This is an optimization exercise on Yosys and OpenROAD, whose aim is a short achievable clock period and few clock cycles, not a production implementation.
Function was checked by simulation only, so behaviour that the tests miss may differ from the original.

<file path="flow/run.sh">
#!/bin/bash
# synth_recipe.tcl (not shown) runs the flow's synth.tcl, then flattens the netlist and writes it again
# the make line also repeats each setting of config.mk as NAME=value (left out here)
make -C /OpenROAD-flow-scripts/flow DESIGN_CONFIG=/design/flow/config.mk WORK_HOME=/design/flow/orfs CLKGATE_MAP_FILE= SYNTH_SCRIPT=/design/flow/synth_recipe.tcl finish
</file>
<file path="flow/config.mk">
export PLATFORM = sky130hd
export DESIGN_NAME = arm_cpu
export DESIGN_NICKNAME = arm_cpu
export VERILOG_FILES = /design/flow/design.v
export SDC_FILE = /design/flow/constraint.sdc
export NUM_CORES = 4
export LEC_CHECK = 0
export CAP_MARGIN = 40
export CORE_MARGIN = 2
export CORE_UTILIZATION = 25
export PLACE_DENSITY = 0.45
export SLEW_MARGIN = 30
</file>
<file path="flow/constraint.sdc">
create_clock -name core_clock -period 15.0 [get_ports {clk}]
set_input_delay 3.0000 -clock core_clock [delete_from_list [all_inputs] [get_ports {clk}]]
set_output_delay 3.0000 -clock core_clock [all_outputs]
set_load 0.01 [all_outputs]
</file>
<file path="flow/design.v">
module dflipflop(output reg [31:0] Q, input [31:0] D, input clk, ld);
    always @(posedge clk)
        if(ld)
            Q <= D;
endmodule
module dflipflop_4(output reg [3:0] Q, input [3:0] D, input clk, ld);
    always @(posedge clk)
        if(ld)
            Q <= D;
endmodule
module mux_2x1_32 (output reg [31:0] Y, input S, input [31:0] I0, I1);
    always @*
        if (S) Y <= I1;
        else Y <= I0;
endmodule
module mux_4x1_32 (output reg [31:0] Y, input [1:0]S, input [31:0] I0, I1, I2, I3);
    always @*
        case (S)
            2'b00: Y <= I0;
            2'b01: Y <= I1;
            2'b10: Y <= I2;
            2'b11: Y <= I3;
        endcase
endmodule
module mux_2x1_5 (output reg [4:0] Y, input S, input [4:0] I0, I1);
    always @*
        if (S) Y <= I1;
        else Y <= I0;
endmodule
module mux_4x1_4 (output reg [3:0] Y, input [1:0]S, input [3:0] I0, I1, I2, I3);
    always @*
        case (S)
            2'b00: Y <= I0;
            2'b01: Y <= I1;
            2'b10: Y <= I2;
            2'b11: Y <= I3;
        endcase
endmodule
module mux_5x1_4 (output reg [3:0] Y, input [2:0]S, input [3:0] I0, I1, I2, I3, I4);
    always @*
        case (S)
            3'b000: Y <= I0;
            3'b001: Y <= I1;
            3'b010: Y <= I2;
            3'b011: Y <= I3;
            3'b100: Y <= I4;
            default: Y <= 4'b0000;
        endcase
endmodule
module mux_16x1_32(Y, I0, I1, I2, I3, I4, I5, I6, I7, I8, I9, I10, I11, I12, I13, I14, I15, S);
    output reg [31:0] Y;
    input [31:0] I0, I1, I2, I3, I4, I5, I6, I7, I8, I9, I10, I11, I12, I13, I14, I15;
    input [3:0] S;
    always @*
    case (S)
        4'b0000: Y <= I0;
        4'b0001: Y <= I1;
        4'b0010: Y <= I2;
        4'b0011: Y <= I3;
        4'b0100: Y <= I4;
        4'b0101: Y <= I5;
        4'b0110: Y <= I6;
        4'b0111: Y <= I7;
        4'b1000: Y <= I8;
        4'b1001: Y <= I9;
        4'b1010: Y <= I10;
        4'b1011: Y <= I11;
        4'b1100: Y <= I12;
        4'b1101: Y <= I13;
        4'b1110: Y <= I14;
        4'b1111: Y <= I15;
    endcase
endmodule
module decoder_4to16 (output reg [15:0]E, input [3:0]D, input L);
    always @*
        if(!L) E <= 16'b0000000000000000;
        else
            case(D)
                4'b0000: E <= 16'b0000000000000001;
                4'b0001: E <= 16'b0000000000000010;
                4'b0010: E <= 16'b0000000000000100;
                4'b0011: E <= 16'b0000000000001000;
                4'b0100: E <= 16'b0000000000010000;
                4'b0101: E <= 16'b0000000000100000;
                4'b0110: E <= 16'b0000000001000000;
                4'b0111: E <= 16'b0000000010000000;
                4'b1000: E <= 16'b0000000100000000;
                4'b1001: E <= 16'b0000001000000000;
                4'b1010: E <= 16'b0000010000000000;
                4'b1011: E <= 16'b0000100000000000;
                4'b1100: E <= 16'b0001000000000000;
                4'b1101: E <= 16'b0010000000000000;
                4'b1110: E <= 16'b0100000000000000;
                4'b1111: E <= 16'b1000000000000000;
            endcase
endmodule
module register_file (output [31:0] OutA, OutB, input [31:0] IntA, input [3:0] SA, SB, Dec, input Clk, Ld);
    wire [31:0] Q0, Q1, Q2, Q3, Q4, Q5, Q6, Q7, Q8, Q9, Q10, Q11, Q12, Q13, Q14, Q15;
    wire [15:0] E;
    decoder_4to16 decoder (E, Dec, Ld);
    dflipflop R0 (Q0, IntA, Clk, E[0]);
    dflipflop R1 (Q1, IntA, Clk, E[1]);
    dflipflop R2 (Q2, IntA, Clk, E[2]);
    dflipflop R3 (Q3, IntA, Clk, E[3]);
    dflipflop R4 (Q4, IntA, Clk, E[4]);
    dflipflop R5 (Q5, IntA, Clk, E[5]);
    dflipflop R6 (Q6, IntA, Clk, E[6]);
    dflipflop R7 (Q7, IntA, Clk, E[7]);
    dflipflop R8 (Q8, IntA, Clk, E[8]);
    dflipflop R9 (Q9, IntA, Clk, E[9]);
    dflipflop R10 (Q10, IntA, Clk, E[10]);
    dflipflop R11 (Q11, IntA, Clk, E[11]);
    dflipflop R12 (Q12, IntA, Clk, E[12]);
    dflipflop R13 (Q13, IntA, Clk, E[13]);
    dflipflop R14 (Q14, IntA, Clk, E[14]);
    dflipflop R15 (Q15, IntA, Clk, E[15]);
    mux_16x1_32 muxA (OutA, Q0, Q1, Q2, Q3, Q4, Q5, Q6, Q7, Q8, Q9, Q10, Q11, Q12, Q13, Q14, Q15, SA);
    mux_16x1_32 muxB (OutB, Q0, Q1, Q2, Q3, Q4, Q5, Q6, Q7, Q8, Q9, Q10, Q11, Q12, Q13, Q14, Q15, SB);
endmodule
module alu (output reg [31:0] O, output reg [3:0] Flags, input [31:0] A, B, input [4:0] OP, input C_in, shifter_carry_out, V_in);
    always @* begin
        O = 32'b0;
        Flags = {1'b0, 1'b0, C_in, V_in};
        case(OP)
            5'b00000: begin                              
                      O = A & B;                         
                      Flags[3] = O[31];                  
                      Flags[2] = !O;                     
                      Flags[1] = shifter_carry_out;      
                    end
            5'b00001: begin                              
                      O = A ^ B;                         
                      Flags[3] = O[31];                  
                      Flags[2] = !O;                     
                      Flags[1] = shifter_carry_out;      
                    end
            5'b00010: begin                              
                      {Flags[1], O} = A - B;             
                      Flags[0] = (A[31] != B[31])        
                                  && (O[31] == B[31]);
                      Flags[3] = O[31];                  
                      Flags[2] = !O;                     
                    end
            5'b00011: begin                              
                      {Flags[1], O} = B - A;             
                      Flags[0] = (A[31] != B[31])        
                                  && (O[31] == A[31]);
                      Flags[3] = O[31];                  
                      Flags[2] = !O;                     
                    end
            5'b00100: begin                              
                      {Flags[1], O} = A + B;             
                      Flags[0] = (A[31] == B[31])        
                                && (A[31] != O[31]);
                      Flags[3] = O[31];                  
                      Flags[2] = !O;                     
                    end
            5'b00101: begin                              
                      {Flags[1], O} = A + B + C_in;      
                      Flags[0] = ((A[31] == B[31])       
                                && A[31] != O[31]);
                      Flags[3] = O[31];                  
                      Flags[2] = !O;                     
                    end
            5'b00110: begin                              
                      {Flags[1], O} = A - B - ~C_in;     
                      Flags[0] = (A[31] != B[31])        
                                  && (O[31] == B[31]);
                      Flags[3] = O[31];                  
                      Flags[2] = !O;                     
                    end
            5'b00111: begin                              
                      {Flags[1], O} = B - A - ~C_in;     
                      Flags[0] = (A[31] != B[31])        
                                  && (O[31] == A[31]);
                      Flags[3] = O[31];                  
                      Flags[2] = !O;                     
                    end
            5'b01000: begin                              
                      O = A & B;
                      Flags[3] = O[31];                  
                      Flags[2] = !O;                     
                      Flags[1] = shifter_carry_out;      
                    end
            5'b01001: begin                              
                      O = A ^ B;
                      Flags[3] = O[31];                  
                      Flags[2] = !O;                     
                      Flags[1] = shifter_carry_out;      
                    end
            5'b01010: begin                              
                      {Flags[1], O} = A - B;             
                      Flags[0] = (A[31] != B[31])        
                                  && (O[31] == B[31]);
                      Flags[3] = O[31];                  
                      Flags[2] = !O;                     
                    end
            5'b01011: begin                              
                      {Flags[1], O} = A + B;             
                      Flags[0] = (A[31] == B[31])        
                                && (A[31] != O[31]);
                      Flags[3] = O[31];                  
                      Flags[2] = !O;                     
                    end
            5'b01100: begin                              
                      O = A | B;                         
                      Flags[3] = O[31];                  
                      Flags[2] = !O;                     
                      Flags[1] = shifter_carry_out;      
                    end
            5'b01101: begin                              
                      O = B;                             
                      Flags[3] = O[31];                  
                      Flags[2] = !O;                     
                      Flags[1] = shifter_carry_out;      
                    end
            5'b01110: begin                              
                      O = A & ~B;                        
                      Flags[3] = O[31];                  
                      Flags[2] = !O;                     
                      Flags[1] = shifter_carry_out;      
                    end
            5'b01111: begin                              
                      O = ~B;                            
                      Flags[3] = O[31];                  
                      Flags[2] = !O;                     
                      Flags[1] = shifter_carry_out;      
                    end
            5'b10000: O = A;                             
            5'b10001: O = A + 3'b100;                    
            5'b10010: O = A + B + 3'b100;                
            5'b10011: O = A - B + 3'b100;                
            default: O = 32'b0;
        endcase
    end
endmodule
module condition_tester (output reg Cond, input [3:0] Code, input N, ZF, C, V);
    parameter EQ = 4'b0000;
    parameter NE = 4'b0001;
    parameter CS = 4'b0010;  
    parameter CC = 4'b0011;  
    parameter MI = 4'b0100;
    parameter PL = 4'b0101;
    parameter VS = 4'b0110;
    parameter VC = 4'b0111;
    parameter HI = 4'b1000;
    parameter LS = 4'b1001;
    parameter GE = 4'b1010;
    parameter LT = 4'b1011;
    parameter GT = 4'b1100;
    parameter LE = 4'b1101;
    parameter AL = 4'b1110;
    always @* begin
        case(Code)
            EQ:
                Cond <= ZF == 1;
            NE:
                Cond <= ZF == 0;
            CS:
                Cond <= C == 1;
            CC:
                Cond <= C == 0;
            MI:
                Cond <= N == 1;
            PL:
                Cond <= N == 0;
            VS:
                Cond <= V == 1;
            VC:
                Cond <= V == 0;
            HI:
                Cond <= (C == 1 && ZF == 0);
            LS:
                Cond <= (C == 0 && ZF == 1);
            GE:
                Cond <= N == V;
            LT:
                Cond <= N != V;
            GT:
                Cond <= (ZF == 0 && N == V);
            LE:  
                Cond <= (ZF == 1 || N != V);
            AL:	 
                Cond <= 1;
            default:
                Cond <= 0;
        endcase
    end
endmodule
module sign_extender (output reg [31:0] ext, input [31:0] unext, input size, en);
    parameter BYTE = 1'b0;
    parameter HALF = 1'b1;
    always @* begin
        if(en)
            case(size)
                BYTE: ext <= {{24{unext[7]}},unext[7:0]};
                HALF: ext <= {{16{unext[15]}},unext[15:0]};
            endcase
        else
            ext <= unext;
    end
endmodule
module shifter (output reg[31:0] OUT, output reg shifter_carry_out, input [31:0] IR, RM, input C_in);
    reg [31:0] temp;
    always @* begin
        temp = 32'b0;
        OUT = 32'b0;
        shifter_carry_out = C_in;
        if((IR[27:25] == 3'b001) || (IR[27:25] == 3'b000 && IR[4] == 1'b0))
            if(IR[25] == 1'b1)
                begin
                    {temp} = IR[7:0];
                    {OUT} = {temp, temp} >> (2 * IR[11:8]);
                    if(IR[11:8] == 4'b0000)  
                        shifter_carry_out = C_in;
                    else
                        shifter_carry_out = OUT[31];
                end
            else if(IR[25] == 1'b0 && IR[4] == 1'b0)
                case(IR[6:5])
                    2'b00:  if(IR[11:7] == 5'b00000)
                                begin
                                    {OUT} = RM;
                                    shifter_carry_out = C_in;
                                end
                            else
                                begin
                                    {OUT} = RM << IR[11:7];
                                    shifter_carry_out = RM[32-{IR[11:7]}];
                                end
                    2'b01:  if(IR[11:7] == 5'b00000)
                                begin
                                    {OUT} = 32'b0;
                                    shifter_carry_out = RM[31];
                                end
                            else
                                begin
                                    {OUT} = RM >> IR[11:7];
                                    shifter_carry_out = RM[{IR[11:7]}-1];
                                end
                    2'b10:  if(IR[11:7] == 5'b00000)
                                if(RM[31] == 1'b0)
                                    begin
                                        {OUT} = 32'b0;
                                        shifter_carry_out = RM[31];
                                    end
                                else
                                    begin
                                        {OUT} = 32'hFFFFFFFF;
                                        shifter_carry_out = RM[31];
                                    end
                            else
                                begin
                                    {OUT} = $signed(RM) >>> IR[11:7];
                                    shifter_carry_out = RM[{IR[11:7]}-1];
                                end
                    2'b11:  if(IR[11:7] == 5'b00000)  
                                begin
                                    {OUT} = (C_in << 31) | (RM >> 1);
                                    shifter_carry_out = RM[0];
                                end
                            else
                                begin
                                    {OUT} = {RM, RM} >> IR[11:7];
                                    shifter_carry_out = RM[{IR[11:7]}-1];
                                end
                endcase
        else if(IR[27:26] == 2'b01)
            if(IR[25] == 1'b0)
                {OUT} = IR[11:0];
            else
                {OUT} = RM;
        else if(IR[27:25] == 3'b000 && IR[4] == 1'b1)
            if(IR[22] == 1'b1)
                {OUT} = {IR[11:8], IR[3:0]};
            else
                {OUT} = RM;
        else if(IR[27:25] == 3'b101)
            {OUT} = {{8{IR[23]}},IR[23:0]} << 2;
    end
endmodule
module data_path(
    output [31:0] IR_OUT,
    output MOC,
    output Cond,
    input SE,
    input [1:0] size,
    input FR_ld,
    input RF_ld,
    input IR_ld,
    input MAR_ld,
    input MDR_ld,
    input R_W,
    input MOV,
    input MA_1, MA_0, MB_1, MB_0, MC_2, MC_1, MC_0, MD, ME,
    input [4:0] OP,
    input clk, clr,
    output [7:0] mem_addr,
    output [31:0] mem_wdata,
    input [31:0] mem_rdata,
    input mem_ack
    );
    parameter PC = 4'b1111;
    parameter LR = 4'b1110;
    parameter NPI_32 = 32'b00000000000000000000000000000000;  
    parameter ZERO = 32'b00000000000000000000000000000000;
    wire [3:0] mux_A_to_RF, mux_C_to_RF;
    wire [4:0] mux_D_to_ALU;
    wire [31:0] mux_B_to_ALU, mux_E_to_MDR;
    wire [31:0] current_IR, current_MAR, current_MDR;
    wire [3:0] current_flags;
    wire [31:0] shifter_to_mux_B;
    wire shifter_carry_out;
    wire [31:0] rf_PA_to_ALU, rf_PB_to_shifter;
    wire [31:0] mem_data_out_to_sign_extender;
    wire [3:0] alu_flags;
    wire [31:0] data_out;
    wire [31:0] alu_out;
    dflipflop IR (current_IR, data_out, clk, IR_ld);
    dflipflop MAR (current_MAR, alu_out, clk, MAR_ld);
    dflipflop MDR (current_MDR, mux_E_to_MDR, clk, MDR_ld);
    dflipflop_4 FR (current_flags, alu_flags, clk, FR_ld);
    mux_4x1_4 mux_A (mux_A_to_RF, {MA_1, MA_0}, current_IR[19:16], current_IR[15:12], PC, (current_IR[15:12] + 1'b1));  
    mux_5x1_4 mux_C (mux_C_to_RF, {MC_2, MC_1, MC_0}, current_IR[15:12], PC, current_IR[19:16], (current_IR[15:12] + 1'b1), LR);  
    mux_2x1_5 mux_D (mux_D_to_ALU, MD, {1'b0, current_IR[24:21]}, OP );
    mux_4x1_32 mux_B (mux_B_to_ALU, {MB_1, MB_0}, NPI_32, shifter_to_mux_B, current_MDR, ZERO);
    mux_2x1_32 mux_E (mux_E_to_MDR, ME, data_out, alu_out);
    alu mega_alu(alu_out, alu_flags, rf_PA_to_ALU, mux_B_to_ALU, mux_D_to_ALU, current_flags[1], shifter_carry_out, current_flags[0]);
    condition_tester cond_test(Cond, current_IR[31:28], current_flags[3], current_flags[2], current_flags[1], current_flags[0]);
    shifter mega_shifter (shifter_to_mux_B, shifter_carry_out, current_IR, rf_PB_to_shifter, current_flags[1]);
    assign mem_data_out_to_sign_extender = mem_rdata;
    assign MOC = mem_ack;
    assign mem_addr = current_MAR[7:0];
    assign mem_wdata = current_MDR;
    sign_extender sign_extend (data_out , mem_data_out_to_sign_extender, size[0], SE);
    register_file RF (rf_PA_to_ALU, rf_PB_to_shifter, alu_out, mux_A_to_RF, current_IR[3:0], mux_C_to_RF, clk, RF_ld);
    assign IR_OUT = current_IR;
endmodule
module next_state_decoder (
    output reg[5:0] NS,
    input [5:0] S,
    input [31:0] IR,
    input Cond, MOC
    );
    always @* begin
        case (S)
            6'b000000: NS <= 6'b000001;
            6'b000001: NS <= 6'b000010;
            6'b000010: NS <= 6'b000011;
            6'b000011:
                if (!MOC)
                    NS <= 6'b000011;
                else
                    NS <= 6'b000100;
            6'b000100:
                begin
                if (!Cond)
                    NS <= 6'b000001;
                else
                    begin
                        if ((IR[27:25] == 3'b001) || (IR[27:25] == 3'b000 && IR[4] == 1'b0))
                            if (IR[24:23] == 2'b10)
                                NS <= 6'b000101;        
                            else
                                if (IR[20] == 1'b1)
                                    NS <= 6'b000110;
                                else
                                    NS <= 6'b000111;
                        else if (IR[27:25] == 3'b101)
                            if(IR[24] == 1'b0)
                                NS <= 6'b001000;
                            else
                                NS <= 6'b001001;
                        else if(IR[27:26] == 2'b01)
                            if(IR[24] == 1'b0)
                                NS <= 6'b001010;
                            else
                                if(IR[23] == 1'b1)
                                  	NS <= 6'b001011;
                                else
                                  	NS <= 6'b001100;
                        else if(IR[27:25] == 3'b000 && IR[4] == 1'b1)
                            if(IR[24] == 1'b0)
                                NS <= 6'b011001;
                            else
                                if(IR[23] == 1'b1)
                                    NS <= 6'b011010;
                                else
                                    NS <= 6'b011011;
                        else
                            begin
                                                NS <= 6'b000001;
                            end
                    end
                end
            6'b000101: NS <= 6'b000001;
            6'b000110: NS <= 6'b000001;
            6'b000111: NS <= 6'b000001;
            6'b001000: NS <= 6'b000001;
            6'b001001: NS <= 6'b001000;
            6'b001010:
                if(IR[20] == 1'b1)
                    if(IR[22] == 1'b1)
                        NS <= 6'b001101;
                    else
                        NS <= 6'b001111;
                else
                    NS <= 6'b010010;
            6'b001011:
                if(IR[20] == 1'b1)
                    if(IR[22] == 1'b1)
                        NS <= 6'b001101;
                    else
                        NS <= 6'b001111;
                else
                    NS <= 6'b010010;
            6'b001100:
                if(IR[20] == 1'b1)
                    if(IR[22] == 1'b1)
                        NS <= 6'b001101;
                    else
                        NS <= 6'b001111;
                else
                    NS <= 6'b010010;
            6'b001101: NS <= 6'b001110;
            6'b001110:
                if(!MOC)
                    NS <= 6'b001110;
                else
                    NS <= 6'b010001;
            6'b001111: NS <= 6'b010000;
            6'b010000:
                if(!MOC)
                    NS <= 6'b010000;
                else
                    NS <= 6'b010001;
            6'b010001:
                if(IR[24] == 1'b1 && IR[21]==1'b0)
                    NS <= 6'b000001;
                else
                    if(IR[23] == 1'b1)
                        NS <= 6'b010111;
                    else
                        NS <= 6'b011000;
            6'b010010:
                if(IR[22] == 1'b1)
                    NS <= 6'b010011;
                else
                    NS <= 6'b010101;
            6'b010011: NS <= 6'b010100;
            6'b010100:
                if(!MOC)
                    NS <= 6'b010100;
                else
                    if(IR[24] == 1'b1 && IR[21]==1'b0)
                        NS <= 6'b000001;
                    else
                        if(IR[23] == 1'b1)
                            NS <= 6'b010111;
                        else
                            NS <= 6'b011000;
            6'b010101: NS <= 6'b010110;
            6'b010110:
                if(!MOC)
                    NS <= 6'b010110;
                else
                    if(IR[24] == 1'b1 && IR[21]==1'b0)
                        NS <= 6'b000001;
                    else
                        if(IR[23] == 1'b1)
                            NS <= 6'b010111;
                        else
                            NS <= 6'b011000;
            6'b010111: NS <= 6'b000001;
            6'b011000: NS <= 6'b000001;
            6'b011001:
                if (!(IR[5] == 1'b1 && IR[20] == 1'b0))
                    if (IR[20] == 1'b1)
                        if (IR[6] == 1'b1)
                            if (IR[5] == 1'b1)
                                NS <= 6'b011100;
                            else
                                NS <= 6'b011110;
                        else
                            NS <= 6'b100000;
                    else
                        NS <= 6'b100011;
                else
                    NS <= 6'b100110;
            6'b011010:
                if (!(IR[5] == 1'b1 && IR[20] == 1'b0))
                    if (IR[20] == 1'b1)
                        if (IR[6] == 1'b1)
                            if (IR[5] == 1'b1)
                                NS <= 6'b011100;
                            else
                                NS <= 6'b011110;
                        else
                            NS <= 6'b100000;
                    else
                        NS <= 6'b100011;
                else
                    NS <= 6'b100110;
            6'b011011:
                if (!(IR[5] == 1'b1 && IR[20] == 1'b0))
                    if (IR[20] == 1'b1)
                        if (IR[6] == 1'b1)
                            if (IR[5] == 1'b1)
                                NS <= 6'b011100;
                            else
                                NS <= 6'b011110;
                        else
                            NS <= 6'b100000;
                    else
                        NS <= 6'b100011;
                else
                    NS <= 6'b100110;
            6'b011100: NS <= 6'b011101;
            6'b011101:
                if(MOC)
                    NS <= 6'b100010;
                else
                    NS <= 6'b011101;
            6'b011110: NS <= 6'b011111;
            6'b011111:
                if(MOC)
                    NS <= 6'b100010;
                else
                    NS <= 6'b011111;
            6'b100000: NS <= 6'b100001;
            6'b100001:
                if(MOC)
                    NS <= 6'b100010;
                else
                    NS <= 6'b100001;
            6'b100010:
                if(IR[24] == 1'b1 && IR[21]==1'b0)
                    NS <= 6'b000001;
                    else
                    if(IR[23] == 1'b1)
                        NS <= 6'b010111;
                    else
                        NS <= 6'b011000;
            6'b100011: NS <= 6'b100100;
            6'b100100:
                if(MOC)
                    NS <= 6'b100101;
                else
                    NS <= 6'b100100;
            6'b100101:
                if(IR[24] == 1'b0)
                    NS <= 6'b101010;
                else
                    if(IR[23] == 1'b1)
                        NS <= 6'b101011;
                    else
                        NS <= 6'b101100;
            6'b100110:
                if(IR[6] == 1'b1)
                    NS <= 6'b100111;
                else
                    NS <= 6'b110010;
            6'b100111: NS <= 6'b101000;
            6'b101000:
                if(MOC)
                    NS <= 6'b101001;
                else
                    NS <= 6'b101000;
            6'b101001:
                if(IR[24] == 1'b0)
                    NS <= 6'b101010;
                else
                    if(IR[23] == 1'b1)
                        NS <= 6'b101011;
                    else
                        NS <= 6'b101100;
            6'b101010:
                if (!(IR[5] == 1'b1 && IR[20] == 1'b0))
                    NS <= 6'b101101;
                else
                    NS <= 6'b110000;
            6'b101011:
                if (!(IR[5] == 1'b1 && IR[20] == 1'b0))
                    NS <= 6'b101101;
                else
                    NS <= 6'b110000;
            6'b101100:
                if (!(IR[5] == 1'b1 && IR[20] == 1'b0))
                    NS <= 6'b101101;
                else
                    NS <= 6'b110000;
            6'b101101: NS <= 6'b101110;
            6'b101110:
                if(MOC)
                    NS <= 6'b101111;
                else
                    NS <= 6'b101110;
            6'b101111:
                if(IR[24] == 1'b1 && IR[21]==1'b0)
                    NS <= 6'b000001;
                else
                    if(IR[23] == 1'b1)
                        NS <= 6'b010111;
                    else
                        NS <= 6'b011000;
            6'b110000: NS <= 6'b110001;
            6'b110001:
                if(MOC)
                    if(IR[24] == 1'b1 && IR[21]==1'b0)
                        NS <= 6'b000001;
                    else
                        if(IR[23] == 1'b1)
                            NS <= 6'b010111;
                        else
                            NS <= 6'b011000;
                else
                    NS <= 6'b110001;
            6'b110010: NS <= 6'b110011;
            6'b110011:
                if(MOC)
                    if(IR[24] == 1'b1 && IR[21]==1'b0)
                        NS <= 6'b000001;
                    else
                        if(IR[23] == 1'b1)
                            NS <= 6'b010111;
                        else
                            NS <= 6'b011000;
                else
                    NS <= 6'b110011;
            default:
              begin
                NS <= 6'b000000;
              end
        endcase
    end
endmodule
module state_register (
    output reg[5:0] Q,
    input [5:0] D,
    input clk, clr
    );
    always @(posedge clk or negedge clr)
        if(clr == 1'b0)
            Q <= 6'b000000;
        else
            Q <= D;
endmodule
module control_signals_encoder (
    input [5:0] S,
    output reg SE,
    output reg[1:0] size,
    output reg FR_ld,
    output reg RF_ld,
    output reg IR,
    output reg MAR_ld,
    output reg MDR_ld,
    output reg R_W,
    output reg MOV,
    output reg MA_1, MA_0, MB_1, MB_0, MC_2, MC_1, MC_0, MD, ME,
    output reg[4:0] OP
    );
    always @* begin
        case (S)
            6'b000000:
            begin
                SE <= 0;
                size <= 2'b00;
                FR_ld <= 0;
                RF_ld <= 1;
                IR <= 0;
                MAR_ld <= 0;
                MDR_ld <= 0;
                R_W <= 0;
                MOV <= 0;
                MA_1 <= 0;
                MA_0 <= 0;
                MB_1 <= 1;
                MB_0 <= 1;
                MC_2 <= 0;
                MC_1 <= 0;
                MC_0 <= 1;
                MD <= 1;
                ME <= 0;
                OP <= 5'b01101;
            end
            6'b000001:
            begin
                SE <= 0;
                size <= 2'b00;
                FR_ld <= 0;
                RF_ld <= 0;
                IR <= 0;
                MAR_ld <= 1;
                MDR_ld <= 0;
                R_W <= 0;
                MOV <= 0;
                MA_1 <= 1;
                MA_0 <= 0;
                MB_1 <= 0;
                MB_0 <= 0;
                MC_2 <= 0;
                MC_1 <= 0;
                MC_0 <= 0;
                MD <= 1;
                ME <= 0;
                OP <= 5'b10000;
            end
            6'b000010:
            begin
                SE <= 0;
                size <= 2'b10;
                FR_ld <= 0;
                RF_ld <= 1;
                IR <= 0;
                MAR_ld <= 0;
                MDR_ld <= 0;
                R_W <= 1;
                MOV <= 1;
                MA_1 <= 1;
                MA_0 <= 0;
                MB_1 <= 0;
                MB_0 <= 0;
                MC_2 <= 0;
                MC_1 <= 0;
                MC_0 <= 1;
                MD <= 1;
                ME <= 0;
                OP <= 5'b10001;
            end
            6'b000011:
            begin
                SE <= 0;
                size <= 2'b10;
                FR_ld <= 0;
                RF_ld <= 0;
                IR <= 1;
                MAR_ld <= 0;
                MDR_ld <= 0;
                R_W <= 1;
                MOV <= 1;
                MA_1 <= 0;
                MA_0 <= 0;
                MB_1 <= 0;
                MB_0 <= 0;
                MC_2 <= 0;
                MC_1 <= 0;
                MC_0 <= 0;
                MD <= 0;
                ME <= 0;
                OP <= 5'b00000;
            end
            6'b000100:
            begin
                SE <= 0;
                size <= 2'b00;
                FR_ld <= 0;
                RF_ld <= 0;
                IR <= 0;
                MAR_ld <= 0;
                MDR_ld <= 0;
                R_W <= 0;
                MOV <= 0;
                MA_1 <= 0;
                MA_0 <= 0;
                MB_1 <= 0;
                MB_0 <= 0;
                MC_2 <= 0;
                MC_1 <= 0;
                MC_0 <= 0;
                MD <= 0;
                ME <= 0;
                OP <= 5'b00000;
            end
            6'b000101:
            begin
                SE <= 0;
                size <= 2'b01;
                FR_ld <= 1;
                RF_ld <= 0;
                IR <= 0;
                MAR_ld <= 0;
                MDR_ld <= 0;
                R_W <= 0;
                MOV <= 0;
                MA_1 <= 0;
                MA_0 <= 0;
                MB_1 <= 0;
                MB_0 <= 1;
                MC_2 <= 0;
                MC_1 <= 0;
                MC_0 <= 0;
                MD <= 0;
                ME <= 0;
                OP <= 5'b00000;
            end
            6'b000110:
            begin
                SE <= 0;
                size <= 2'b01;
                FR_ld <= 1;
                RF_ld <= 1;
                IR <= 0;
                MAR_ld <= 0;
                MDR_ld <= 0;
                R_W <= 0;
                MOV <= 0;
                MA_1 <= 0;
                MA_0 <= 0;
                MB_1 <= 0;
                MB_0 <= 1;
                MC_2 <= 0;
                MC_1 <= 0;
                MC_0 <= 0;
                MD <= 0;
                ME <= 0;
                OP <= 5'b00000;
            end
            6'b000111:
            begin
                SE <= 0;
                size <= 2'b01;
                FR_ld <= 0;
                RF_ld <= 1;
                IR <= 0;
                MAR_ld <= 0;
                MDR_ld <= 0;
                R_W <= 0;
                MOV <= 0;
                MA_1 <= 0;
                MA_0 <= 0;
                MB_1 <= 0;
                MB_0 <= 1;
                MC_2 <= 0;
                MC_1 <= 0;
                MC_0 <= 0;
                MD <= 0;
                ME <= 0;
                OP <= 5'b00000;
            end
            6'b001000:
            begin
                SE <= 0;
                size <= 2'b00;
                FR_ld <= 0;
                RF_ld <= 1;
                IR <= 0;
                MAR_ld <= 0;
                MDR_ld <= 0;
                R_W <= 0;
                MOV <= 0;
                MA_1 <= 1;
                MA_0 <= 0;
                MB_1 <= 0;
                MB_0 <= 1;
                MC_2 <= 0;
                MC_1 <= 0;
                MC_0 <= 1;
                MD <= 1;
                ME <= 0;
                OP <= 5'b00100;
            end
            6'b001001:
            begin
                SE <= 0;
                size <= 2'b00;
                FR_ld <= 0;
                RF_ld <= 1;
                IR <= 0;
                MAR_ld <= 0;
                MDR_ld <= 0;
                R_W <= 0;
                MOV <= 0;
                MA_1 <= 1;
                MA_0 <= 0;
                MB_1 <= 0;
                MB_0 <= 0;
                MC_2 <= 1;
                MC_1 <= 0;
                MC_0 <= 0;
                MD <= 1;
                ME <= 0;
                OP <= 5'b10000;
            end
            6'b001010:
            begin
                SE <= 0;
                size <= 2'b00;
                FR_ld <= 0;
                RF_ld <= 0;
                IR <= 0;
                MAR_ld <= 1;
                MDR_ld <= 0;
                R_W <= 0;
                MOV <= 0;
                MA_1 <= 0;
                MA_0 <= 0;
                MB_1 <= 0;
                MB_0 <= 0;
                MC_2 <= 0;
                MC_1 <= 0;
                MC_0 <= 0;
                MD <= 1;
                ME <= 0;
                OP <= 5'b10000;
            end
            6'b001011:
            begin
                SE <= 0;
                size <= 2'b00;
                FR_ld <= 0;
                RF_ld <= 0;
                IR <= 0;
                MAR_ld <= 1;
                MDR_ld <= 0;
                R_W <= 0;
                MOV <= 0;
                MA_1 <= 0;
                MA_0 <= 0;
                MB_1 <= 0;
                MB_0 <= 1;
                MC_2 <= 0;
                MC_1 <= 0;
                MC_0 <= 0;
                MD <= 1;
                ME <= 0;
                OP <= 5'b00100;
            end
            6'b001100:
            begin
                SE <= 0;
                size <= 2'b00;
                FR_ld <= 0;
                RF_ld <= 0;
                IR <= 0;
                MAR_ld <= 1;
                MDR_ld <= 0;
                R_W <= 0;
                MOV <= 0;
                MA_1 <= 0;
                MA_0 <= 0;
                MB_1 <= 0;
                MB_0 <= 1;
                MC_2 <= 0;
                MC_1 <= 0;
                MC_0 <= 0;
                MD <= 1;
                ME <= 0;
                OP <= 5'b00010;
            end
            6'b001101:
            begin
                SE <= 0;
                size <= 2'b00;
                FR_ld <= 0;
                RF_ld <= 0;
                IR <= 0;
                MAR_ld <= 0;
                MDR_ld <= 0;
                R_W <= 1;
                MOV <= 1;
                MA_1 <= 0;
                MA_0 <= 0;
                MB_1 <= 0;
                MB_0 <= 0;
                MC_2 <= 0;
                MC_1 <= 0;
                MC_0 <= 0;
                MD <= 0;
                ME <= 0;
                OP <= 5'b00000;
            end
            6'b001110:
            begin
                SE <= 0;
                size <= 2'b00;
                FR_ld <= 0;
                RF_ld <= 0;
                IR <= 0;
                MAR_ld <= 0;
                MDR_ld <= 1;
                R_W <= 1;
                MOV <= 1;
                MA_1 <= 0;
                MA_0 <= 0;
                MB_1 <= 0;
                MB_0 <= 0;
                MC_2 <= 0;
                MC_1 <= 0;
                MC_0 <= 0;
                MD <= 0;
                ME <= 0;
                OP <= 5'b00000;
            end
            6'b001111:
            begin
                SE <= 0;
                size <= 2'b10;
                FR_ld <= 0;
                RF_ld <= 0;
                IR <= 0;
                MAR_ld <= 0;
                MDR_ld <= 0;
                R_W <= 1;
                MOV <= 1;
                MA_1 <= 0;
                MA_0 <= 0;
                MB_1 <= 0;
                MB_0 <= 0;
                MC_2 <= 0;
                MC_1 <= 0;
                MC_0 <= 0;
                MD <= 0;
                ME <= 0;
                OP <= 5'b00000;
            end
            6'b010000:
            begin
                SE <= 0;
                size <= 2'b10;
                FR_ld <= 0;
                RF_ld <= 0;
                IR <= 0;
                MAR_ld <= 0;
                MDR_ld <= 1;
                R_W <= 1;
                MOV <= 1;
                MA_1 <= 0;
                MA_0 <= 0;
                MB_1 <= 0;
                MB_0 <= 0;
                MC_2 <= 0;
                MC_1 <= 0;
                MC_0 <= 0;
                MD <= 0;
                ME <= 0;
                OP <= 5'b00000;
            end
            6'b010001:
            begin
                SE <= 0;
                size <= 2'b00;
                FR_ld <= 0;
                RF_ld <= 1;
                IR <= 0;
                MAR_ld <= 0;
                MDR_ld <= 0;
                R_W <= 0;
                MOV <= 0;
                MA_1 <= 0;
                MA_0 <= 0;
                MB_1 <= 1;
                MB_0 <= 0;
                MC_2 <= 0;
                MC_1 <= 0;
                MC_0 <= 0;
                MD <= 1;
                ME <= 0;
                OP <= 5'b01101;
            end
            6'b010010:
            begin
                SE <= 0;
                size <= 2'b00;
                FR_ld <= 0;
                RF_ld <= 0;
                IR <= 0;
                MAR_ld <= 0;
                MDR_ld <= 1;
                R_W <= 0;
                MOV <= 0;
                MA_1 <= 0;
                MA_0 <= 1;
                MB_1 <= 0;
                MB_0 <= 0;
                MC_2 <= 0;
                MC_1 <= 0;
                MC_0 <= 0;
                MD <= 1;
                ME <= 1;
                OP <= 5'b10000;
            end
            6'b010011:
            begin
                SE <= 0;
                size <= 2'b00;
                FR_ld <= 0;
                RF_ld <= 0;
                IR <= 0;
                MAR_ld <= 0;
                MDR_ld <= 0;
                R_W <= 0;
                MOV <= 1;
                MA_1 <= 0;
                MA_0 <= 0;
                MB_1 <= 0;
                MB_0 <= 0;
                MC_2 <= 0;
                MC_1 <= 0;
                MC_0 <= 0;
                MD <= 0;
                ME <= 0;
                OP <= 5'b00000;
            end
            6'b010100:
            begin
                SE <= 0;
                size <= 2'b00;
                FR_ld <= 0;
                RF_ld <= 0;
                IR <= 0;
                MAR_ld <= 0;
                MDR_ld <= 0;
                R_W <= 0;
                MOV <= 1;
                MA_1 <= 0;
                MA_0 <= 0;
                MB_1 <= 0;
                MB_0 <= 0;
                MC_2 <= 0;
                MC_1 <= 0;
                MC_0 <= 0;
                MD <= 0;
                ME <= 0;
                OP <= 5'b00000;
            end
            6'b010101:
            begin
                SE <= 0;
                size <= 2'b10;
                FR_ld <= 0;
                RF_ld <= 0;
                IR <= 0;
                MAR_ld <= 0;
                MDR_ld <= 0;
                R_W <= 0;
                MOV <= 1;
                MA_1 <= 0;
                MA_0 <= 0;
                MB_1 <= 0;
                MB_0 <= 0;
                MC_2 <= 0;
                MC_1 <= 0;
                MC_0 <= 0;
                MD <= 0;
                ME <= 0;
                OP <= 5'b00000;
            end
            6'b010110:
            begin
                SE <= 0;
                size <= 2'b10;
                FR_ld <= 0;
                RF_ld <= 0;
                IR <= 0;
                MAR_ld <= 0;
                MDR_ld <= 0;
                R_W <= 0;
                MOV <= 1;
                MA_1 <= 0;
                MA_0 <= 0;
                MB_1 <= 0;
                MB_0 <= 0;
                MC_2 <= 0;
                MC_1 <= 0;
                MC_0 <= 0;
                MD <= 0;
                ME <= 0;
                OP <= 5'b00000;
            end
            6'b010111:
            begin
                SE <= 0;
                size <= 2'b00;
                FR_ld <= 0;
                RF_ld <= 1;
                IR <= 0;
                MAR_ld <= 0;
                MDR_ld <= 0;
                R_W <= 0;
                MOV <= 0;
                MA_1 <= 0;
                MA_0 <= 0;
                MB_1 <= 0;
                MB_0 <= 1;
                MC_2 <= 0;
                MC_1 <= 1;
                MC_0 <= 0;
                MD <= 1;
                ME <= 0;
                OP <= 5'b00100;
            end
            6'b011000:
            begin
                SE <= 0;
                size <= 2'b00;
                FR_ld <= 0;
                RF_ld <= 1;
                IR <= 0;
                MAR_ld <= 0;
                MDR_ld <= 0;
                R_W <= 0;
                MOV <= 0;
                MA_1 <= 0;
                MA_0 <= 0;
                MB_1 <= 0;
                MB_0 <= 1;
                MC_2 <= 0;
                MC_1 <= 1;
                MC_0 <= 0;
                MD <= 1;
                ME <= 0;
                OP <= 5'b00010;
            end
            6'b011001:
            begin
                SE <= 0;
                size <= 2'b00;
                FR_ld <= 0;
                RF_ld <= 0;
                IR <= 0;
                MAR_ld <= 1;
                MDR_ld <= 0;
                R_W <= 0;
                MOV <= 0;
                MA_1 <= 0;
                MA_0 <= 0;
                MB_1 <= 0;
                MB_0 <= 0;
                MC_2 <= 0;
                MC_1 <= 0;
                MC_0 <= 0;
                MD <= 1;
                ME <= 0;
                OP <= 5'b10000;
            end
            6'b011010:
            begin
                SE <= 0;
                size <= 2'b00;
                FR_ld <= 0;
                RF_ld <= 0;
                IR <= 0;
                MAR_ld <= 1;
                MDR_ld <= 0;
                R_W <= 0;
                MOV <= 0;
                MA_1 <= 0;
                MA_0 <= 0;
                MB_1 <= 0;
                MB_0 <= 1;
                MC_2 <= 0;
                MC_1 <= 0;
                MC_0 <= 0;
                MD <= 1;
                ME <= 0;
                OP <= 5'b00100;
            end
            6'b011011:
            begin
                SE <= 0;
                size <= 2'b00;
                FR_ld <= 0;
                RF_ld <= 0;
                IR <= 0;
                MAR_ld <= 1;
                MDR_ld <= 0;
                R_W <= 0;
                MOV <= 0;
                MA_1 <= 0;
                MA_0 <= 0;
                MB_1 <= 0;
                MB_0 <= 1;
                MC_2 <= 0;
                MC_1 <= 0;
                MC_0 <= 0;
                MD <= 1;
                ME <= 0;
                OP <= 5'b00010;
            end
            6'b011100:
            begin
                SE <= 0;
                size <= 2'b01;
                FR_ld <= 0;
                RF_ld <= 0;
                IR <= 0;
                MAR_ld <= 0;
                MDR_ld <= 0;
                R_W <= 1;
                MOV <= 1;
                MA_1 <= 0;
                MA_0 <= 0;
                MB_1 <= 0;
                MB_0 <= 0;
                MC_2 <= 0;
                MC_1 <= 0;
                MC_0 <= 0;
                MD <= 0;
                ME <= 0;
                OP <= 5'b00000;
            end
            6'b011101:
            begin
                SE <= 1;
                size <= 2'b01;
                FR_ld <= 0;
                RF_ld <= 0;
                IR <= 0;
                MAR_ld <= 0;
                MDR_ld <= 1;
                R_W <= 1;
                MOV <= 1;
                MA_1 <= 0;
                MA_0 <= 0;
                MB_1 <= 0;
                MB_0 <= 0;
                MC_2 <= 0;
                MC_1 <= 0;
                MC_0 <= 0;
                MD <= 0;
                ME <= 0;
                OP <= 5'b00000;
            end
            6'b011110:
            begin
                SE <= 0;
                size <= 2'b00;
                FR_ld <= 0;
                RF_ld <= 0;
                IR <= 0;
                MAR_ld <= 0;
                MDR_ld <= 0;
                R_W <= 1;
                MOV <= 1;
                MA_1 <= 0;
                MA_0 <= 0;
                MB_1 <= 0;
                MB_0 <= 0;
                MC_2 <= 0;
                MC_1 <= 0;
                MC_0 <= 0;
                MD <= 0;
                ME <= 0;
                OP <= 5'b00000;
            end
            6'b011111:
            begin
                SE <= 1;
                size <= 2'b00;
                FR_ld <= 0;
                RF_ld <= 0;
                IR <= 0;
                MAR_ld <= 0;
                MDR_ld <= 1;
                R_W <= 1;
                MOV <= 1;
                MA_1 <= 0;
                MA_0 <= 0;
                MB_1 <= 0;
                MB_0 <= 0;
                MC_2 <= 0;
                MC_1 <= 0;
                MC_0 <= 0;
                MD <= 0;
                ME <= 0;
                OP <= 5'b00000;
            end
            6'b100000:
            begin
                SE <= 0;
                size <= 2'b01;
                FR_ld <= 0;
                RF_ld <= 0;
                IR <= 0;
                MAR_ld <= 0;
                MDR_ld <= 0;
                R_W <= 1;
                MOV <= 1;
                MA_1 <= 0;
                MA_0 <= 0;
                MB_1 <= 0;
                MB_0 <= 0;
                MC_2 <= 0;
                MC_1 <= 0;
                MC_0 <= 0;
                MD <= 0;
                ME <= 0;
                OP <= 5'b00000;
            end
            6'b100001:
            begin
                SE <= 0;
                size <= 2'b01;
                FR_ld <= 0;
                RF_ld <= 0;
                IR <= 0;
                MAR_ld <= 0;
                MDR_ld <= 1;
                R_W <= 1;
                MOV <= 1;
                MA_1 <= 0;
                MA_0 <= 0;
                MB_1 <= 0;
                MB_0 <= 0;
                MC_2 <= 0;
                MC_1 <= 0;
                MC_0 <= 0;
                MD <= 0;
                ME <= 0;
                OP <= 5'b00000;
            end
            6'b100010:
            begin
                SE <= 0;
                size <= 2'b00;
                FR_ld <= 0;
                RF_ld <= 1;
                IR <= 0;
                MAR_ld <= 0;
                MDR_ld <= 0;
                R_W <= 0;
                MOV <= 0;
                MA_1 <= 0;
                MA_0 <= 0;
                MB_1 <= 1;
                MB_0 <= 0;
                MC_2 <= 0;
                MC_1 <= 0;
                MC_0 <= 0;
                MD <= 1;
                ME <= 0;
                OP <= 5'b01101;
            end
            6'b100011:
            begin
                SE <= 0;
                size <= 2'b10;
                FR_ld <= 0;
                RF_ld <= 0;
                IR <= 0;
                MAR_ld <= 0;
                MDR_ld <= 0;
                R_W <= 1;
                MOV <= 1;
                MA_1 <= 0;
                MA_0 <= 0;
                MB_1 <= 0;
                MB_0 <= 0;
                MC_2 <= 0;
                MC_1 <= 0;
                MC_0 <= 0;
                MD <= 0;
                ME <= 0;
                OP <= 5'b00000;
            end
            6'b100100:
            begin
                SE <= 0;
                size <= 2'b10;
                FR_ld <= 0;
                RF_ld <= 0;
                IR <= 0;
                MAR_ld <= 0;
                MDR_ld <= 1;
                R_W <= 1;
                MOV <= 1;
                MA_1 <= 0;
                MA_0 <= 0;
                MB_1 <= 0;
                MB_0 <= 0;
                MC_2 <= 0;
                MC_1 <= 0;
                MC_0 <= 0;
                MD <= 0;
                ME <= 0;
                OP <= 5'b00000;
            end
            6'b100101:
            begin
                SE <= 0;
                size <= 2'b00;
                FR_ld <= 0;
                RF_ld <= 1;
                IR <= 0;
                MAR_ld <= 0;
                MDR_ld <= 0;
                R_W <= 0;
                MOV <= 0;
                MA_1 <= 0;
                MA_0 <= 0;
                MB_1 <= 1;
                MB_0 <= 0;
                MC_2 <= 0;
                MC_1 <= 0;
                MC_0 <= 0;
                MD <= 1;
                ME <= 0;
                OP <= 5'b01101;
            end
            6'b100110:
            begin
                SE <= 0;
                size <= 2'b00;
                FR_ld <= 0;
                RF_ld <= 0;
                IR <= 0;
                MAR_ld <= 0;
                MDR_ld <= 1;
                R_W <= 0;
                MOV <= 0;
                MA_1 <= 0;
                MA_0 <= 1;
                MB_1 <= 0;
                MB_0 <= 0;
                MC_2 <= 0;
                MC_1 <= 0;
                MC_0 <= 0;
                MD <= 1;
                ME <= 1;
                OP <= 5'b10000;
            end
            6'b100111:
            begin
                SE <= 0;
                size <= 2'b10;
                FR_ld <= 0;
                RF_ld <= 0;
                IR <= 0;
                MAR_ld <= 0;
                MDR_ld <= 0;
                R_W <= 0;
                MOV <= 1;
                MA_1 <= 0;
                MA_0 <= 0;
                MB_1 <= 0;
                MB_0 <= 0;
                MC_2 <= 0;
                MC_1 <= 0;
                MC_0 <= 0;
                MD <= 0;
                ME <= 0;
                OP <= 5'b00000;
            end
            6'b101000:
            begin
                SE <= 0;
                size <= 2'b10;
                FR_ld <= 0;
                RF_ld <= 0;
                IR <= 0;
                MAR_ld <= 0;
                MDR_ld <= 0;
                R_W <= 0;
                MOV <= 1;
                MA_1 <= 0;
                MA_0 <= 0;
                MB_1 <= 0;
                MB_0 <= 0;
                MC_2 <= 0;
                MC_1 <= 0;
                MC_0 <= 0;
                MD <= 0;
                ME <= 0;
                OP <= 5'b00000;
            end
            6'b101001:
            begin
                SE <= 0;
                size <= 2'b00;
                FR_ld <= 0;
                RF_ld <= 0;
                IR <= 0;
                MAR_ld <= 0;
                MDR_ld <= 1;
                R_W <= 0;
                MOV <= 0;
                MA_1 <= 1;
                MA_0 <= 1;
                MB_1 <= 0;
                MB_0 <= 0;
                MC_2 <= 0;
                MC_1 <= 0;
                MC_0 <= 0;
                MD <= 1;
                ME <= 1;
                OP <= 5'b10000;
            end
            6'b101010:
            begin
                SE <= 0;
                size <= 2'b00;
                FR_ld <= 0;
                RF_ld <= 0;
                IR <= 0;
                MAR_ld <= 1;
                MDR_ld <= 0;
                R_W <= 0;
                MOV <= 0;
                MA_1 <= 0;
                MA_0 <= 0;
                MB_1 <= 0;
                MB_0 <= 0;
                MC_2 <= 0;
                MC_1 <= 0;
                MC_0 <= 0;
                MD <= 1;
                ME <= 0;
                OP <= 5'b10001;
            end
            6'b101011:
            begin
                SE <= 0;
                size <= 2'b00;
                FR_ld <= 0;
                RF_ld <= 0;
                IR <= 0;
                MAR_ld <= 1;
                MDR_ld <= 0;
                R_W <= 0;
                MOV <= 0;
                MA_1 <= 0;
                MA_0 <= 0;
                MB_1 <= 0;
                MB_0 <= 1;
                MC_1 <= 0;
                MC_2 <= 0;
                MC_0 <= 0;
                MD <= 1;
                ME <= 0;
                OP <= 5'b10010;
            end
            6'b101100:
            begin
                SE <= 0;
                size <= 2'b00;
                FR_ld <= 0;
                RF_ld <= 0;
                IR <= 0;
                MAR_ld <= 1;
                MDR_ld <= 0;
                R_W <= 0;
                MOV <= 0;
                MA_1 <= 0;
                MA_0 <= 0;
                MB_1 <= 0;
                MB_0 <= 1;
                MC_2 <= 0;
                MC_1 <= 0;
                MC_0 <= 0;
                MD <= 1;
                ME <= 0;
                OP <= 5'b10011;
            end
            6'b101101:
            begin
                SE <= 0;
                size <= 2'b10;
                FR_ld <= 0;
                RF_ld <= 0;
                IR <= 0;
                MAR_ld <= 0;
                MDR_ld <= 0;
                R_W <= 1;
                MOV <= 1;
                MA_1 <= 0;
                MA_0 <= 0;
                MB_1 <= 0;
                MB_0 <= 0;
                MC_2 <= 0;
                MC_1 <= 0;
                MC_0 <= 0;
                MD <= 0;
                ME <= 0;
                OP <= 5'b00000;
            end
            6'b101110:
            begin
                SE <= 0;
                size <= 2'b10;
                FR_ld <= 0;
                RF_ld <= 0;
                IR <= 0;
                MAR_ld <= 0;
                MDR_ld <= 1;
                R_W <= 1;
                MOV <= 1;
                MA_1 <= 0;
                MA_0 <= 0;
                MB_1 <= 0;
                MB_0 <= 0;
                MC_2 <= 0;
                MC_1 <= 0;
                MC_0 <= 0;
                MD <= 0;
                ME <= 0;
                OP <= 5'b00000;
            end
            6'b101111:
            begin
                SE <= 0;
                size <= 2'b00;
                FR_ld <= 0;
                RF_ld <= 1;
                IR <= 0;
                MAR_ld <= 0;
                MDR_ld <= 0;
                R_W <= 0;
                MOV <= 0;
                MA_1 <= 0;
                MA_0 <= 0;
                MB_1 <= 1;
                MB_0 <= 0;
                MC_2 <= 0;
                MC_1 <= 1;
                MC_0 <= 1;
                MD <= 1;
                ME <= 0;
                OP <= 5'b01101;
            end
            6'b110000:
            begin
                SE <= 0;
                size <= 2'b10;
                FR_ld <= 0;
                RF_ld <= 0;
                IR <= 0;
                MAR_ld <= 0;
                MDR_ld <= 0;
                R_W <= 0;
                MOV <= 1;
                MA_1 <= 0;
                MA_0 <= 0;
                MB_1 <= 1;
                MB_0 <= 0;
                MC_2 <= 0;
                MC_1 <= 0;
                MC_0 <= 0;
                MD <= 0;
                ME <= 0;
                OP <= 5'b00000;
            end
            6'b110001:
            begin
                SE <= 0;
                size <= 2'b10;
                FR_ld <= 0;
                RF_ld <= 0;
                IR <= 0;
                MAR_ld <= 0;
                MDR_ld <= 0;
                R_W <= 0;
                MOV <= 1;
                MA_1 <= 0;
                MA_0 <= 0;
                MB_1 <= 1;
                MB_0 <= 0;
                MC_2 <= 0;
                MC_1 <= 0;
                MC_0 <= 0;
                MD <= 0;
                ME <= 0;
                OP <= 5'b00000;
            end
            6'b110010:
            begin
                SE <= 0;
                size <= 2'b01;
                FR_ld <= 0;
                RF_ld <= 0;
                IR <= 0;
                MAR_ld <= 0;
                MDR_ld <= 0;
                R_W <= 0;
                MOV <= 1;
                MA_1 <= 0;
                MA_0 <= 0;
                MB_1 <= 1;
                MB_0 <= 0;
                MC_2 <= 0;
                MC_1 <= 0;
                MC_0 <= 0;
                MD <= 0;
                ME <= 0;
                OP <= 5'b00000;
            end
            6'b110011:
            begin
                SE <= 0;
                size <= 2'b01;
                FR_ld <= 0;
                RF_ld <= 0;
                IR <= 0;
                MAR_ld <= 0;
                MDR_ld <= 0;
                R_W <= 0;
                MOV <= 1;
                MA_1 <= 0;
                MA_0 <= 0;
                MB_1 <= 1;
                MB_0 <= 0;
                MC_2 <= 0;
                MC_1 <= 0;
                MC_0 <= 0;
                MD <= 0;
                ME <= 0;
                OP <= 5'b00000;
            end
            default:
            begin
                SE <= 0;
                size <= 2'b00;
                FR_ld <= 0;
                RF_ld <= 0;
                IR <= 0;
                MAR_ld <= 0;
                MDR_ld <= 0;
                R_W <= 0;
                MOV <= 0;
                MA_1 <= 0;
                MA_0 <= 0;
                MB_1 <= 0;
                MB_0 <= 0;
                MC_2 <= 0;
                MC_1 <= 0;
                MC_0 <= 0;
                MD <= 0;
                ME <= 0;
                OP <= 5'b00000;
            end
        endcase
    end
endmodule
module control_unit (
    input [31:0] IR,
    output SE,
    output [1:0] size,
    output FR_ld,
    output RF_ld,
    output IR_ld,
    output MAR_ld,
    output MDR_ld,
    output R_W,
    output MOV,
    input MOC,
    input ZF, N, C, V,  
    input COND,
    output MA_1, MA_0, MB_1, MB_0, MC_2, MC_1, MC_0, MD, ME,
    output [4:0] OP,
    input clk, clr
    );
    wire [5:0] current_state_w, next_state_w;
    next_state_decoder NSD (next_state_w, current_state_w, IR, COND, MOC);
    state_register SR (current_state_w, next_state_w, clk, clr);
    control_signals_encoder CSE (current_state_w, SE, size, FR_ld, RF_ld, IR_ld, MAR_ld, MDR_ld, R_W, MOV, MA_1, MA_0, MB_1, MB_0, MC_2, MC_1, MC_0, MD, ME, OP);
endmodule
module arm_cpu (
    input clk,
    input rst_n,
    output mem_req,
    output mem_rw,
    output [1:0] mem_size,
    output [7:0] mem_addr,
    output [31:0] mem_wdata,
    input [31:0] mem_rdata,
    input mem_ack
    );
    wire [31:0] IR;
    wire SE;
    wire [1:0] size;
    wire FR_ld;
    wire RF_ld;
    wire IR_ld;
    wire MAR_ld;
    wire MDR_ld;
    wire R_W;
    wire MOV;
    wire MOC;
    wire Cond;
    wire MA_1, MA_0, MB_1, MB_0, MC_2, MC_1, MC_0, MD, ME;
    wire [4:0] OP;
    control_unit CU (IR, SE, size, FR_ld, RF_ld, IR_ld, MAR_ld, MDR_ld, R_W, MOV, MOC, 1'b0, 1'b0, 1'b0, 1'b0, Cond, MA_1, MA_0, MB_1, MB_0, MC_2, MC_1, MC_0, MD, ME, OP, clk, rst_n);
    data_path DP (IR, MOC, Cond, SE, size, FR_ld, RF_ld, IR_ld, MAR_ld, MDR_ld, R_W, MOV, MA_1, MA_0, MB_1, MB_0, MC_2, MC_1, MC_0, MD, ME, OP, clk, rst_n,
                  mem_addr, mem_wdata, mem_rdata, mem_ack);
    assign mem_req = MOV;
    assign mem_rw = R_W;
    assign mem_size = size;
endmodule
</file>
==> results.txt <==
## cells in the mapped netlist, types with 48 or more instances
library cell / count / share of area
o211ai_1: 71 / 0.0097
mux2i_1: 127 / 0.023
mux4_2: 60 / 0.025
a211oi_1: 74 / 0.010
buf_2: 95 / 0.0087
o221ai_1: 53 / 0.0085
nand4_1: 92 / 0.011
nand3b_1: 49 / 0.0067
a21o_1: 65 / 0.0089
xor2_1: 55 / 0.0088
nor2b_1: 53 / 0.0061
clkbuf_1: 271 / 0.019
xnor2_1: 200 / 0.032
nand3_1: 238 / 0.022
ha_1: 186 / 0.042
mux2_2: 53 / 0.011
a31oi_1: 100 / 0.011
a22o_1: 73 / 0.012
inv_1: 190 / 0.013
fa_1: 48 / 0.018
nor2_1: 479 / 0.033
nor3_1: 138 / 0.013
nand2_1: 564 / 0.039
a221oi_1: 97 / 0.016
edfxtp_1: 588 / 0.32
a21oi_1: 385 / 0.035
and3_1: 61 / 0.0070
o21ai_0: 292 / 0.027
and2_1: 50 / 0.0057
nand2b_1: 57 / 0.0065
a22oi_1: 161 / 0.022
o22ai_1: 103 / 0.012
nor4_1: 93 / 0.011
## cells by family after synthesis
kind of cell             after synthesis  synth area share
AO/OA/AOI/OAI                       2092             0.275
XOR/XNOR                             257            0.0415
adder cells (fa/ha/maj)              237            0.0606
buffers and inverters                659            0.0499
flip-flops                           594             0.325
multiplexers                         243            0.0594
AND/OR/NAND/NOR                     2064             0.188
## path summary, 6_finish.rpt
path,from,end,slack (ns),depth (start not counted)
worst max-delay path,DP.IR.Q[3]$_DFFE_PP_,DP.RF.R11.Q[31]$_DFFE_PP_,0.51,38
worst min-delay path,DP.IR.Q[24]$_DFFE_PP_,CU.SR.Q[0]$_DFF_PN0_,0.92,3
worst max register to register,DP.IR.Q[3]$_DFFE_PP_,DP.RF.R11.Q[31]$_DFFE_PP_,0.51,38
worst min register to register,DP.IR.Q[24]$_DFFE_PP_,CU.SR.Q[0]$_DFF_PN0_,0.92,3
max in group asynchronous,rst_n,CU.SR.Q[2]$_DFF_PN0_,12.20,1
min in group asynchronous,rst_n,CU.SR.Q[0]$_DFF_PN0_,2.56,1
## critical path: cells and delay by family, from the launching register on
family                   cells  cell delay, ns
AO/OA/AOI/OAI               23            8.00
buffers and inverters        7            1.98
AND/OR/NAND/NOR              3            1.29
adder cells (fa/ha/maj)      3            1.27
flip-flops                   1            0.75
XOR/XNOR                     2            0.63
## metrics by stage
stage,area (um2),cells
after detailed placement,61300,9062
final,63700,9213
after floorplan,54800,6146
after global routing,63700,9203
after global placement,60700,9017
after CTS,63600,9185
## area by class of cell
cell class / instances / area share
diodes: 12 / 0.000471
well taps: 2854 / 0.0560
inverters: 217 / 0.0128
repair buffers: 520 / 0.0677
clock inverters: 43 / 0.00791
multi-input cells: 4893 / 0.547
clock buffers: 80 / 0.0281
flip-flops and latches: 594 / 0.279
## layer usage
| metal | vias up | track usage |
|---|---|---|
| met2 | 5004 | 0.488 |
| met5 | - | 0 |
| li1 | 24300 | - |
| met1 | 31100 | 0.463 |
| met3 | 991 | 0.0858 |
| met4 | 10 | 0.208 |
==> results.txt <==
Hold Buf Count CTS=0; worst hold slack=0.920 ns; #FFs+latches synth=594; GRT Util Overall=0.343; commonest non-fill, non-tap cell in the layout=edfxtp_1; status=finished clean; syn_area_per_cell=8.91 um2; gpl congestion=1.05; PostCTS Resize Cnt=0; final setup fails=0; vias in the first global route=56300; Syn Inst Count=6146; Overflow after GRT=0; crit-path max FO=45; Final Slew Violations=0; RSZ-0062 raised after global routing=no; WP data arrival=14.74 ns; slowest stage delay, CP=0.80 ns; Detailed Place HPWL=303000 um; clock root buffer=clkbuf_16; number of synthesized flops with an enable pin=588; slowest CP cell=a222oi_1; Worst Max-Slew Pin Slew=1.08 ns; Post-route DRC=0; Clock Sinks=594; post-CTS setup buffer count=0; CTS tree=yes; top_reg_cell synth=edfxtp_1; skew final=0.0812 ns; met3 wire length=45700 um; startpoint class of the critical path=register; Max Cap Viol=0; Initial Utilization=0.252; Place WS=1.30 ns; Top Metal Used=met5; Worst Setup End Kind=register; Post-DRT Antenna Nets=0; critical path class=reg -> reg; chip width=472 um; Slew HR=0.281; wire length per cell=43.2 um; largest net degree at the start of global routing=81; first-pass GRT wire length=526000 um; multi-input logic area=0.0349 mm2; DRT iter0 DRCs=10800; fin crit share=0.966; initial antenna violation count=27; Async S/R FF share, synth=0.0101; fill count=23100; WL met1=162000 um; Total Wirelength=398000 um; Final Hold Violating Endpoints=0; Via density=6.67; utilization after layout=0.293; CTS H-tree lvls=3; WL met2=161000 um; DIE HEIGHT=472 um; I/O pins=79; Port Buf Inserts=78; sequential share of the synthesized area=0.325; post-synthesis cell type count=126; Synth Cell Area=0.0548 mm2; Cell Rows=171; core area=0.217 mm2; routed via count=61400; post-synth net total=6415; Die Area=0.223 mm2; Worst path most repeated cell=buf_4; min-delay worst type=reg -> reg; Longest Clk Path Bufs=3; First-pass DRT Iterations=7; Tmin final=14.49 ns; Clk pin slew, worst setup/hold paths=0.08 ns; Num CTS Buffers=68; CP required=15.25 ns; Ys Warns=16; sequential cell area=0.0178 mm2; worst-skew pair later-pin latency=0.72 ns; share of cells above drive strength 1=0.142; fin worst setup slack=0.515 ns; Area Overhead vs Synth=16.3%; final net count=6563; setup TNS=0 ns; most frequent cells in the layout=588 x edfxtp_1, 561 x nand2_1, 452 x nor2_1; Peak Freq=0.0690 GHz
Testbench counts, summed over its fixed seeds: cycles 118,881.

[afterwards: timing with drivers on the ports]
In the flow no input, the clock included, has a driving cell. The finished layout below was timed again as built, in two steps. Step 1 (the two cells are an assumption about what drives the block):
set clk [get_ports {clk}]
set_driving_cell -lib_cell sky130_fd_sc_hd__clkbuf_16 $clk
set_driving_cell -lib_cell sky130_fd_sc_hd__buf_2 [delete_from_list [all_inputs] $clk]
Step 2 times the ports against the registers' clock, not the clock port: input delays grow and output delays shrink by t, the midpoint of the rising clock arrivals with the driver on. Three values: ideal, step 1, step 2; two values: the first two.
t (ns): 0.750
setup slack, ns: 0.515 / 0.515 / 0.515
hold WS [ns]: 0.920 / 0.920 / 0.920
clock arrival spread, ns: 0.081 / 0.081
cell pins on the clock port's net: 1
After both steps setup and hold are still met in this run. For this run, drivers alone change the setup slack by 0.000 ns; drivers and shift together by 0.000 ns.
